This is an optimization exercise on Yosys and OpenROAD, whose aim is small area, not a production implementation. Only simulation tests tie the RTL to the original design; equivalence was not proved. Power is estimated from default activity; no workload was simulated.

## PKT_Detector
module PKT_Detector #(
    parameter   DATA_WIDTH    = 8   ,
                PKT_CNT_WIDTH = 4   ,
                OUT_PKT_WIDTH = 160
) (
    input   logic                           reset     ,
    input   logic                           clk       ,
    input   logic   [DATA_WIDTH - 1 : 0]    data_in   ,
    input   logic                           dataK     ,
    output  logic   [PKT_CNT_WIDTH - 1 : 0] PKT_count ,
    output  logic   [OUT_PKT_WIDTH - 1 : 0] PKT       ,
    output  logic                           MRd       ,
    output  logic                           MWr       ,
    output  logic                           IORd      ,
    output  logic                           IOWr      ,
    output  logic                           CfgRd0    ,
    output  logic                           CfgWr0    ,
    output  logic                           CfgRd1    ,
    output  logic                           CfgWr1    ,
    output  logic                           Cpl       ,
    output  logic                           Cp1D
);
clock: 5.0 ns
lec_check: 0
abc_area: 1
cap_margin: 20
core_margin: 2
core_utilization: 65
place_density: 0.85
slew_margin: 20
standard.sh (not shown) runs the stock make flow with config.mk's settings and CLKGATE_MAP_FILE= SYNTH_SCRIPT=/design/flow/synth_recipe.tcl, a recipe that flattens the netlist after the stock synthesis.
==> flow/flow/run.sh <==
#!/bin/bash
# The standard ORFS layout (standard.sh), with these changes:
#  - synthesis maps the logic with a plain area-oriented ABC script (no buffering or
#    upsizing, which the later repair steps redo where needed) and no half/full-adder
#    cells; the registers and their names are those of the standard synthesis;
#  - port buffers are the smallest buffer (buf_1) instead of clkdlybuf4s50_1;
#  - clock tree: clkbuf_8 buffers, sink clusters of up to 22, no dummy loads.
# Each tool's full output stays in orfs/logs/; make's output goes to standard_flow.log.
set -euo pipefail
rm -rf scripts_area
cp -r "$FLOW_HOME/scripts" scripts_area
printf 'strash\ndch\nmap -a\ntopo\n' > scripts_area/abc_area.script
bash standard.sh \
  "SCRIPTS_DIR=$PWD/scripts_area" \
  "ADDER_MAP_FILE=" \
  "BUFFER_PORTS_ARGS=-buffer_cell sky130_fd_sc_hd__buf_1" \
  "CTS_ARGS=-sink_clustering_enable -repair_clock_nets -dont_use_dummy_load -buf_list sky130_fd_sc_hd__clkbuf_8 -root_buf sky130_fd_sc_hd__clkbuf_4 -tree_buf sky130_fd_sc_hd__clkbuf_8 -sink_clustering_size 22 -sink_clustering_max_diameter 50" \
  finish > standard_flow.log 2>&1
Rerun with:
--- a/flow/flow/run.sh
+++ b/flow/flow/run.sh
@@ -15,4 +15,4 @@
   "ADDER_MAP_FILE=" \
   "BUFFER_PORTS_ARGS=-buffer_cell sky130_fd_sc_hd__buf_1" \
-  "CTS_ARGS=-sink_clustering_enable -repair_clock_nets -dont_use_dummy_load -buf_list sky130_fd_sc_hd__clkbuf_8 -root_buf sky130_fd_sc_hd__clkbuf_4 -tree_buf sky130_fd_sc_hd__clkbuf_8 -sink_clustering_size 22 -sink_clustering_max_diameter 50" \
+  "CTS_ARGS=-sink_clustering_enable -repair_clock_nets -dont_use_dummy_load -buf_list sky130_fd_sc_hd__clkbuf_8 -sink_clustering_size 22 -sink_clustering_max_diameter 50" \
   finish > standard_flow.log 2>&1
Effect: The new run completed with no timing, DRC or antenna violations. Final cell count does not change. Total power goes up by about 0.9%. Worst setup slack improves by 0.10 ns. Count of clock-buffer cells in the layout stays the same. Register-to-register slack is about the same. Die area does not change. Cell area hardly moves.
Rerun with:
--- a/flow/flow/run.sh
+++ b/flow/flow/run.sh
@@ -15,4 +15,4 @@
   "ADDER_MAP_FILE=" \
   "BUFFER_PORTS_ARGS=-buffer_cell sky130_fd_sc_hd__buf_1" \
-  "CTS_ARGS=-sink_clustering_enable -repair_clock_nets -dont_use_dummy_load -buf_list sky130_fd_sc_hd__clkbuf_8 -sink_clustering_size 22 -sink_clustering_max_diameter 50" \
+  "CTS_ARGS=-sink_clustering_enable -repair_clock_nets -dont_use_dummy_load -buf_list sky130_fd_sc_hd__clkbuf_8 -root_buf sky130_fd_sc_hd__clkbuf_4 -tree_buf sky130_fd_sc_hd__clkbuf_4 -sink_clustering_size 22 -sink_clustering_max_diameter 45" \
   finish > standard_flow.log 2>&1
The new run completed with no timing, DRC or antenna violations; cell area barely changes; clock-buffer cell count increases by 3; register-to-register slack is worse by 0.02 ns; maximum frequency decreases by 3.8%; worst hold slack is worse by 0.021 ns; power increases by 0.72%; die area stays the same.
Rerun with:
--- a/flow/flow/run.sh
+++ b/flow/flow/run.sh
@@ -15,4 +15,4 @@
   "ADDER_MAP_FILE=" \
   "BUFFER_PORTS_ARGS=-buffer_cell sky130_fd_sc_hd__buf_1" \
-  "CTS_ARGS=-sink_clustering_enable -repair_clock_nets -dont_use_dummy_load -buf_list sky130_fd_sc_hd__clkbuf_8 -root_buf sky130_fd_sc_hd__clkbuf_4 -tree_buf sky130_fd_sc_hd__clkbuf_4 -sink_clustering_size 22 -sink_clustering_max_diameter 45" \
+  "CTS_ARGS=-sink_clustering_enable -repair_clock_nets -dont_use_dummy_load -buf_list sky130_fd_sc_hd__clkbuf_8 -root_buf sky130_fd_sc_hd__clkbuf_4 -tree_buf sky130_fd_sc_hd__clkbuf_4 -sink_clustering_size 22 -sink_clustering_max_diameter 50" \
   finish > standard_flow.log 2>&1
What happened: The new run passed the timing, DRC and antenna checks. Wire length is about the same. Total power shrinks by 1.6%. Combinational power is about the same. Worst setup slack improves by 0.025 ns. Synthesized area does not change. Core utilization shrinks by 0.32 points.

---

== v14 ==
PKT_Detector, a different RTL version from the one above (not shown whole).
Size: about 600 cells after synthesis, roughly 310 flip-flops, roughly 0.0089 sq mm of cells after synthesis.
clock: 5.0 ns
lec_check: 0
abc_area: 1
cap_margin: 20
core_margin: 2
core_utilization: 65
slew_margin: 20
==> flow/flow/run.sh <==
#!/bin/bash
# The standard ORFS layout (standard.sh), with two changes:
#  - port buffers are the smallest buffer (buf_1) instead of the default clkdlybuf4s50_1;
#  - clock tree: small clock buffers, large sink clusters, no dummy loads.
set -euo pipefail
bash standard.sh \
  "BUFFER_PORTS_ARGS=-buffer_cell sky130_fd_sc_hd__buf_1" \
  "CTS_ARGS=-sink_clustering_enable -repair_clock_nets -dont_use_dummy_load -buf_list sky130_fd_sc_hd__clkbuf_8" \
  finish > standard_flow.log 2>&1
### v14 -> v36
- PLACE_DENSITY now 0.85, previously not set
==> flow/flow/run.sh <==
#!/bin/bash
# The standard ORFS layout (standard.sh), with these changes:
#  - synthesis maps the logic with a plain area-oriented ABC script (no buffering or
#    upsizing, which the later repair steps redo where needed) and no half/full-adder
#    cells; the registers and their names are those of the standard synthesis;
#  - port buffers are the smallest buffer (buf_1) instead of clkdlybuf4s50_1;
#  - clock tree: clkbuf_8 buffers, sink clusters of up to 20, no dummy loads.
# Each tool's full output stays in orfs/logs/; make's output goes to standard_flow.log.
set -euo pipefail
rm -rf scripts_area
cp -r "$FLOW_HOME/scripts" scripts_area
printf 'strash\ndch\nmap -a\ntopo\n' > scripts_area/abc_area.script
bash standard.sh \
  "SCRIPTS_DIR=$PWD/scripts_area" \
  "ADDER_MAP_FILE=" \
  "BUFFER_PORTS_ARGS=-buffer_cell sky130_fd_sc_hd__buf_1" \
  "CTS_ARGS=-sink_clustering_enable -repair_clock_nets -dont_use_dummy_load -buf_list sky130_fd_sc_hd__clkbuf_8 -sink_clustering_size 20 -sink_clustering_max_diameter 45" \
  finish > standard_flow.log 2>&1
Results
Of v36 and v14, v36 shows the higher register share of total power, with v14 below it.
Going from v14 to v36, the die area was shrunk.
On sequential share of layout area: between v36 and v14, it ends up higher for v36.
In v36 the number of distinct standard cells referenced by the synthesized netlist turned out about 17% lower than in v14.
v36 ended with less power than v14.
Re register cell area after layout: no difference whatsoever between v14 and v36.
Per the comparison of v36 with v14, synthesized area lost 3.3%, part of the power in combinational logic picked up an extra 1.3 points, worst slack on hold paths picked up an extra 0.0070 ns, total of flip-flops plus latches after synthesis neither gained nor lost much.
Total wire length after detailed routing across v36 and v14: no real change.
--- input diff v36..v57 ---
- CORE_UTILIZATION now 55, was 65
--- a/flow/flow/run.sh
+++ b/flow/flow/run.sh
@@ -7 +7 @@
-#  - clock tree: clkbuf_8 buffers, sink clusters of up to 20, no dummy loads.
+#  - clock tree: clkbuf_8 buffers, sink clusters of up to 22, no dummy loads.
@@ -17 +17 @@
-  "CTS_ARGS=-sink_clustering_enable -repair_clock_nets -dont_use_dummy_load -buf_list sky130_fd_sc_hd__clkbuf_8 -sink_clustering_size 20 -sink_clustering_max_diameter 45" \
+  "CTS_ARGS=-sink_clustering_enable -repair_clock_nets -dont_use_dummy_load -buf_list sky130_fd_sc_hd__clkbuf_8 -sink_clustering_size 22 -sink_clustering_max_diameter 50" \
## What came out
Reg2reg setup slack delta for v57 relative to v36: 0.08 ns higher. Diff v36 -> v57: full die area rose 0.0025 sq mm; via count normalized by instance count decreased 4.8%; layout buffer count excluding clock buffers has increased; global-route wire length before repair down about 8%; mean routed wirelength per cell -about 7%. Diff v57..v36 | share of cells above drive strength 1 | negligible. Final area was lower in the run labelled v36. Setup slack, v36 and v57: higher on v57.
Setup changes, v57 to v7
- swapping 55 for 70 in CORE_UTILIZATION
Notes after the runs:
Diff v57..v7 | count of mapped cells out of synthesis | unchanged. Of v57 and v7, v7 shows the higher critical path depth, with v57 below it. v7: core utilization 16 points above v57.
diff inputs: v7 => v29
- CORE_UTILIZATION: 70 -> 65
==> flow/flow/run.sh <==
#!/bin/bash
# The standard ORFS layout (standard.sh), with two changes:
#  - port buffers are the smallest buffer (buf_1) instead of the default clkdlybuf4s50_1;
#  - clock tree: small clock buffers, large sink clusters, no dummy loads.
set -euo pipefail
bash standard.sh \
  "BUFFER_PORTS_ARGS=-buffer_cell sky130_fd_sc_hd__buf_1" \
  "CTS_ARGS=-sink_clustering_enable -repair_clock_nets -dont_use_dummy_load -buf_list sky130_fd_sc_hd__clkbuf_8 -sink_clustering_size 22 -sink_clustering_max_diameter 50" \
  finish > standard_flow.log 2>&1
Results
- The total power in v29 sits about 1.3% below the value recorded for v7.
- Compared with v7, in v29 reg2reg setup slack went up, site row count went up.
- Per the comparison of v29 with v7, final setup slack of the worst path went up, first-pass GRT wire length went up, summed area of non-filler cells in the final layout went up, relative area of clock buffers and inverters in the final design did not really move.
- Count of clock-buffer cells in the layout was lower in the run labelled v7.
The following lists how v25 was set up differently from v29:
--- a/flow/flow/run.sh
+++ b/flow/flow/run.sh
@@ -2,3 +2,7 @@
-# The standard ORFS layout (standard.sh), with two changes:
-#  - port buffers are the smallest buffer (buf_1) instead of the default clkdlybuf4s50_1;
-#  - clock tree: small clock buffers, large sink clusters, no dummy loads.
+# The standard ORFS layout (standard.sh), with these changes:
+#  - synthesis maps the logic with a plain area-oriented ABC script (no buffering or
+#    upsizing, which the later repair steps redo where needed) and no half/full-adder
+#    cells; the registers and their names are those of the standard synthesis;
+#  - port buffers are the smallest buffer (buf_1) instead of clkdlybuf4s50_1;
+#  - clock tree: clkbuf_8 buffers, sink clusters of up to 22, no dummy loads.
+# Each tool's full output stays in orfs/logs/; make's output goes to standard_flow.log.
@@ -5,0 +10,3 @@
+rm -rf scripts_area
+cp -r "$FLOW_HOME/scripts" scripts_area
+printf 'strash\ndch\nmap -a\ntopo\n' > scripts_area/abc_area.script
@@ -6,0 +14,2 @@
+  "SCRIPTS_DIR=$PWD/scripts_area" \
+  "ADDER_MAP_FILE=" \
Notes after the runs:
- As of v25, largest voltage drop on the vdd net had risen by more than 10% compared to v29.
- Share of the yosys chip area belonging to registers (v25 over v29): increase, 2.9 points
- Compared to v29, v25 has final core area utilization 0.34 points lower.
- v25 against v29: compound-cell area share of the yosys netlist was more or less identical, worst hold slack across all endpoints went down by 0.055 ns, switching share of total power went up by 0.76 points.
- Netlist area before placement came out lower on v25 than on v29.
- Comparing v25 against v29, there is no change at all in count of hold buffers inserted by post-cts repair.
- v25 against v29: power in sequential cells climbed about 1%, wire length of the first global-routing pass dropped about 3.5%.

## port drivers added, routing unchanged
The results above use ideal ports. As a check the final layouts listed here were re-extracted and re-timed, cells and wires unchanged. Step 1 (the two cells are an assumption about what drives the block):
set clk [get_ports {clk}]
set_driving_cell -lib_cell sky130_fd_sc_hd__clkbuf_16 $clk
set_driving_cell -lib_cell sky130_fd_sc_hd__buf_2 [delete_from_list [all_inputs] $clk]
Step 2 also shifts input and output timing later by t, the mid clock arrival at the registers, as if the neighbouring blocks saw the same clock. Slacks: ideal / step 1 / step 2; pairs: ideal / step 1.
run	t, ns	setup slack, ns	clock arrival spread, ns
the first run of note 1	0.580	1.652 / 1.624 / 2.204	0.055 / 0.054
the second run of note 1	0.500	1.753 / 1.723 / 2.223	0.052 / 0.052
the third run of note 1	0.612	1.627 / 1.599 / 2.203	0.072 / 0.072
the fourth run of note 1	0.580	1.652 / 1.624 / 2.204	0.055 / 0.054
v14	0.539	1.709 / 1.672 / 2.212	0.049 / 0.049
v36	0.526	1.423 / 1.390 / 1.916	0.042 / 0.042
v57	0.526	1.737 / 1.704 / 2.136	0.058 / 0.058
v7	0.500	1.426 / 1.393 / 1.892	0.069 / 0.069
v29	0.530	1.442 / 1.410 / 1.940	0.074 / 0.074
v25	0.495	1.400 / 1.368 / 1.862	0.072 / 0.071
After both steps setup and hold are still met in every run listed.
